What follows belongs to an exercise in optimizing a design on an open flow for small area; a production flow would make more cautious choices.
Power and IR drop assume default switching activity.

==> v2 <==
// conv
module conv(clk_i, rst, Rm, Rn, max_index, done);
    input  clk_i, rst;
    input  [15:0] Rm, Rn;
    output reg [3:0] max_index;
    output reg done;
    wire       IN  = Rn[0];
    wire [6:0] Wen = Rn[7:1];
    wire       wr  = ~IN & (|Wen);
    reg [6:0] c80;               
    reg [3:0] c9;                
    always @(posedge clk_i) begin
        if (rst) begin
            c80 <= 7'd0;
            c9  <= 4'd0;
        end else begin
            c80 <= (c80 == 7'd79) ? 7'd0 : c80 + 7'd1;
            c9  <= (c9 == 4'd8) ? 4'd0 : c9 + 4'd1;
        end
    end
    wire pol = c80[0];
    wire [7:0] rlo = Rm[7:0] ^ {8{pol}};
    wire [7:0] rhi = Rm[15:8] ^ {8{pol}};
    reg [215:0] w1;              
    integer i;
    always @(posedge clk_i) begin
        for (i = 1; i <= 14; i = i + 1)
            if (wr && Wen == i) begin
                w1[16*i-16 +: 8] <= Rm[7:0];
                if (i < 14) w1[16*i-8 +: 8] <= Rm[15:8];
            end
    end
    reg  [1:0] bl, bh, ol, oh;
    reg  [3:0] nl, nh;
    reg        okl, okh;
    reg  [6:0] xl, xh;
    always @* begin
        xl = {Wen, 1'b0} - 7'd29;            
        xh = {Wen, 1'b0} - 7'd28;            
        okl = wr && Wen >= 7'd15 && Wen <= 7'd41;
        okh = wr && Wen >= 7'd14 && Wen <= 7'd40;
        ol = (xl >= 7'd27) ? 2'd1 : 2'd0;
        oh = (xh >= 7'd27) ? 2'd1 : 2'd0;
        if (xl >= 7'd27) xl = xl - 7'd27;
        if (xh >= 7'd27) xh = xh - 7'd27;
        nl = 4'd0; bl = 2'd0; nh = 4'd0; bh = 2'd0;
        case (xl[4:0])
            5'd0:  begin nl = 4'd0; bl = 2'd0; end   5'd1:  begin nl = 4'd1; bl = 2'd0; end
            5'd2:  begin nl = 4'd2; bl = 2'd0; end   5'd3:  begin nl = 4'd0; bl = 2'd1; end
            5'd4:  begin nl = 4'd1; bl = 2'd1; end   5'd5:  begin nl = 4'd2; bl = 2'd1; end
            5'd6:  begin nl = 4'd0; bl = 2'd2; end   5'd7:  begin nl = 4'd1; bl = 2'd2; end
  ...
export LEC_CHECK = 0
export CAP_MARGIN = 30
export CORE_MARGIN = 2
export CORE_UTILIZATION = 65
export CTS_BUF_LIST = sky130_fd_sc_hd__clkbuf_4
export SLEW_MARGIN = 20
create_clock -name core_clock -period 12.0 [get_ports {clk_i}]
run.sh (not shown) runs the stock make flow with config.mk's settings and CLKGATE_MAP_FILE= SYNTH_SCRIPT=/design/flow/synth_recipe.tcl, a recipe that flattens the netlist after the stock synthesis.
==> v10 (differences from v2) <==
--- a/flow/design.v
+++ b/flow/design.v
@@ -113,22 +113,26 @@
             wire hd = ~we;
             always @(posedge clk_i)
                 r3[8*gq +: 8] <= ~((((gq % 2) == 0 ? d3e : d3o) & {8{we}}) |
                                    (r3[(8*gq + 8) % 640 +: 8] & {8{hd}}));
         end
     endgenerate
     wire signed [7:0] w3 = r3[7:0] ^ {8{pol}};
-    reg       fin;               
     reg [3:0] kcnt;              
-    wire      grp = IN && kcnt == 4'd8 && !fin;
+    reg [6:0] gin;               
+    wire      last_beat = IN && kcnt == 4'd8;
+    wire      grp = last_beat && gin != 7'd72;
     always @(posedge clk_i) begin
-        if (rst)
+        if (rst) begin
             kcnt <= 4'd0;
-        else if (IN)
+            gin  <= 7'd0;
+        end else if (IN) begin
             kcnt <= (kcnt == 4'd8) ? 4'd0 : kcnt + 4'd1;
+            if (grp) gin <= gin + 7'd1;
+        end
     end
     reg [71:0] sr;               
     reg [80:0] pb;               
     integer k;
     always @(posedge clk_i) begin
         if (IN) sr <= {sr[62:0], Rm[8:0]};
     end
@@ -371,14 +375,15 @@
         end
     endgenerate
     reg [4:0] c2;                
     reg [1:0] b;
     reg [2:0] rho;
     reg [1:0] rm3;               
     reg [1:0] blk;
+    reg       fin;
     reg       zf;                
     always @(posedge clk_i) begin
         if (rst) begin
             c2 <= 5'd0; b <= 2'd0; rho <= 3'd0; rm3 <= 2'd0; blk <= 2'd0; fin <= 1'b0;
         end else begin
             if (c1 == 4'd9) c2 <= 5'd1;
             else if (c2 == 5'd17) c2 <= 5'd0;
CTS_BUF_LIST = default   (was sky130_fd_sc_hd__clkbuf_4)
==> v35 (differences from v2) <==
--- a/flow/design.v
+++ b/flow/design.v
@@ -122,41 +122,39 @@
     wire      grp = IN && kcnt == 4'd8 && !fin;
     always @(posedge clk_i) begin
         if (rst)
             kcnt <= 4'd0;
         else if (IN)
             kcnt <= (kcnt == 4'd8) ? 4'd0 : kcnt + 4'd1;
     end
-    reg [71:0] sr;               
-    reg [80:0] pb;               
-    integer k;
+    reg [80:0] A;                
+    reg        par;
+    reg        first;            
+    integer r, cc;
     always @(posedge clk_i) begin
-        if (IN) sr <= {sr[62:0], Rm[8:0]};
-    end
-    always @(posedge clk_i) begin
-        if (grp) begin
-            pb[80:72] <= Rm[8:0];
-            for (k = 0; k < 8; k = k + 1) pb[9*k +: 9] <= sr[9*(7-k) +: 9];
-        end else begin
-            for (k = 0; k < 9; k = k + 1) pb[9*k +: 9] <= pb[9*k +: 9] >> 1;
-        end
+        if (IN)
+            for (r = 0; r < 9; r = r + 1)
+                for (cc = 0; cc < 9; cc = cc + 1)
+                    if (par) A[9*r+cc] <= (r == 8) ? Rm[cc] : A[9*(r+1)+cc];
+                    else     A[9*r+cc] <= (cc == 8) ? Rm[r] : A[9*r+cc+1];
     end
     wire [8:0] win;              
     genvar gk, gf;
     generate
         for (gk = 0; gk < 9; gk = gk + 1) begin : g_win
-            assign win[gk] = pb[9*gk];
+            assign win[gk] = par ? A[gk] : A[9*gk];
         end
     endgenerate
-    reg [3:0] c1;                
+    wire trig = grp && !first;
     always @(posedge clk_i) begin
-        if (rst) c1 <= 4'd0;
-        else if (grp) c1 <= 4'd1;
-        else if (c1 == 4'd9) c1 <= 4'd0;
-        else if (c1 != 4'd0) c1 <= c1 + 4'd1;
+        if (rst) begin
+            par <= 1'b0; first <= 1'b1;
+        end else if (grp) begin
+            par <= ~par; first <= 1'b0;
+        end
     end
     wire [17:0] mxv1;            
     wire [35:0] s1;              
     wire t0_1, t0_2; assign {t0_2, t0_1} = (w1[0] & win[0]) + (w1[8] & win[1]) + (w1[16] & win[2]);
     wire t0_3, t0_4; assign {t0_4, t0_3} = (w1[24] & win[3]) + (w1[32] & win[4]) + (w1[40] & win[5]);
     wire t0_5, t0_6; assign {t0_6, t0_5} = (w1[48] & win[6]) + (w1[56] & win[7]) + (w1[64] & win[8]);
     wire t0_7, t0_8; assign {t0_8, t0_7} = (w1[1] & win[0]) + (w1[9] & win[1]) + (w1[17] & win[2]);
@@ -358,33 +356,35 @@
     wire t2_127, t2_128; assign {t2_128, t2_127} = t2_113 + t2_126;
     wire t2_129, t2_130; assign {t2_130, t2_129} = t2_115 + t2_128;
     wire t2_131, t2_132; assign {t2_132, t2_131} = t2_117 + t2_130;
     wire t2_133, t2_134; assign {t2_134, t2_133} = t2_118 + t2_112 + t2_132;
     assign s1[35:24] = {(1'b1 ^ t2_134), t2_133, t2_131, t2_129, t2_127, t2_125, t2_123, t2_121, t2_119, t2_97, t2_81, t2_49};
     generate
         for (gf = 0; gf < 3; gf = gf + 1) begin : g_c1
-            reg signed [5:0]  mx;
+            reg signed [5:0]  mx, mxc;
             wire signed [5:0] v = s1[12*gf+6 +: 6];
+            wire signed [5:0] mn = (kcnt == 4'd0 || v > mx) ? v : mx;
             always @(posedge clk_i) begin
-                if (c1 != 4'd0 && (c1 == 4'd1 || v > mx)) mx <= v;
+                if (IN) mx <= mn;
+                if (trig) mxc <= mn;
             end
-            assign mxv1[6*gf +: 6] = mx;
+            assign mxv1[6*gf +: 6] = mxc;
         end
     endgenerate
     reg [4:0] c2;                
     reg [1:0] b;
     reg [2:0] rho;
     reg [1:0] rm3;               
     reg [1:0] blk;
     reg       zf;                
     always @(posedge clk_i) begin
         if (rst) begin
             c2 <= 5'd0; b <= 2'd0; rho <= 3'd0; rm3 <= 2'd0; blk <= 2'd0; fin <= 1'b0;
         end else begin
-            if (c1 == 4'd9) c2 <= 5'd1;
+            if (trig) c2 <= 5'd1;
             else if (c2 == 5'd17) c2 <= 5'd0;
             else if (c2 != 5'd0) c2 <= c2 + 5'd1;
             if (c2 == 5'd17) begin
                 if (b == 2'd2) begin
                     b <= 2'd0;
                     rm3 <= (rm3 == 2'd2) ? 2'd0 : rm3 + 2'd1;
                     if (rho == 3'd5) begin
@@ -410,15 +410,15 @@
             4'd5: begin ch = 2'd1; a = 2'd2; end
             4'd6: begin ch = 2'd2; a = 2'd0; end
             4'd7: begin ch = 2'd2; a = 2'd1; end
             default: begin ch = 2'd2; a = 2'd2; end
         endcase
     end
     always @(posedge clk_i) begin
-        if (c1 == 4'd9) zf <= 1'b1;
+        if (trig) zf <= 1'b1;
         else if (mac && a == 2'd0) zf <= 1'b0;
     end
     wire signed [5:0] pin = (ch == 2'd0) ? mxv1[5:0] : (ch == 2'd1) ? mxv1[11:6] : mxv1[17:12];
     wire [15:0] wh = (b == 2'd0) ? h2[0] : (b == 2'd1) ? h2[1] : h2[2];
     wire signed [7:0] w2a = wh[7:0];
     wire signed [7:0] w2b = wh[15:8];
     reg signed [16:0] ps0a, ps0b, ps1a, ps1b, ps2a, ps2b;
CTS_BUF_LIST = default   (was sky130_fd_sc_hd__clkbuf_4)
CTS_CLUSTER_DIAMETER = 100   (was default)
CTS_CLUSTER_SIZE = 26   (was default)
==> results.txt <==
| item | v10 | v35 | v2 |
|---|---|---|---|
| Launch point of the worst path | c2[1] | Rn[2] | c2[1] |
| Power consumed by combinational cells | 3990 uW | 6860 uW | 7980 uW |
| Detailed-routed wire length on met2 | 83200 um | 79600 um | 88000 um |
| Vias in the first global route | 49200 | 47500 | 51000 |
| Post-synth EDFFs | 429 | 456 | 429 |
| WL per Instance | 22.0 um | 22.6 um | 21.9 um |
| Run status | timing/DRC/antenna clean | timing/DRC/antenna clean | timing/DRC/antenna clean |
| Buffers, non-clock | 153 | 170 | 184 |
| Kind of critical path | reg2reg | in2reg | reg2reg |
| Core Area | 118000 um2 | 115000 um2 | 115000 um2 |
| Maximum number of pins on one net before global-route repair | 60 | 61 | 80 |
| Number of non-filler instances in the completed layout | 8182 | 8009 | 8498 |
| Setup slack at placement | 1740 ps | 1590 ps | 1150 ps |
| Sequential cells | 1767 | 1704 | 1760 |
Function was not checked in any run of this note: the RTL went through the layout flow alone.

## afterwards: timing with drivers on the ports
Ports are ideal in the flow. The routed layouts listed here were re-timed in OpenROAD. Step 1 assumes that a clkbuf_16 drives the clock port and a buf_2 every other input. Step 2 also shifts input and output timing later by t, the mid clock arrival at the registers, as if the neighbouring blocks saw the same clock. Slacks: ideal ports / drivers / drivers and shift; pairs: ideal ports / drivers.
| run | shift t [ns] | setup slack, ns | latest minus earliest clock arrival (ns) | slew at the worst register clock pin (ns) | worst slew at a driven data input, ns |
|---|---|---|---|---|---|
| v2 | 1.331 | 2.106 / 2.106 / 0.864 | 0.122 / 0.122 | 0.08 / 0.08 | 0.13 |
| v10 | 0.885 | 2.245 / 2.245 / 1.448 | 0.035 / 0.036 | 0.07 / 0.07 | 0.17 |
| v35 | 0.776 | 2.059 / 2.110 / 1.334 | 0.043 / 0.044 | 0.11 / 0.11 | 0.14 |
After both steps setup and hold are still met in every run listed. For v2, which loses most, drivers alone change the setup slack by 0.000 ns; drivers and shift together by -1.242 ns.
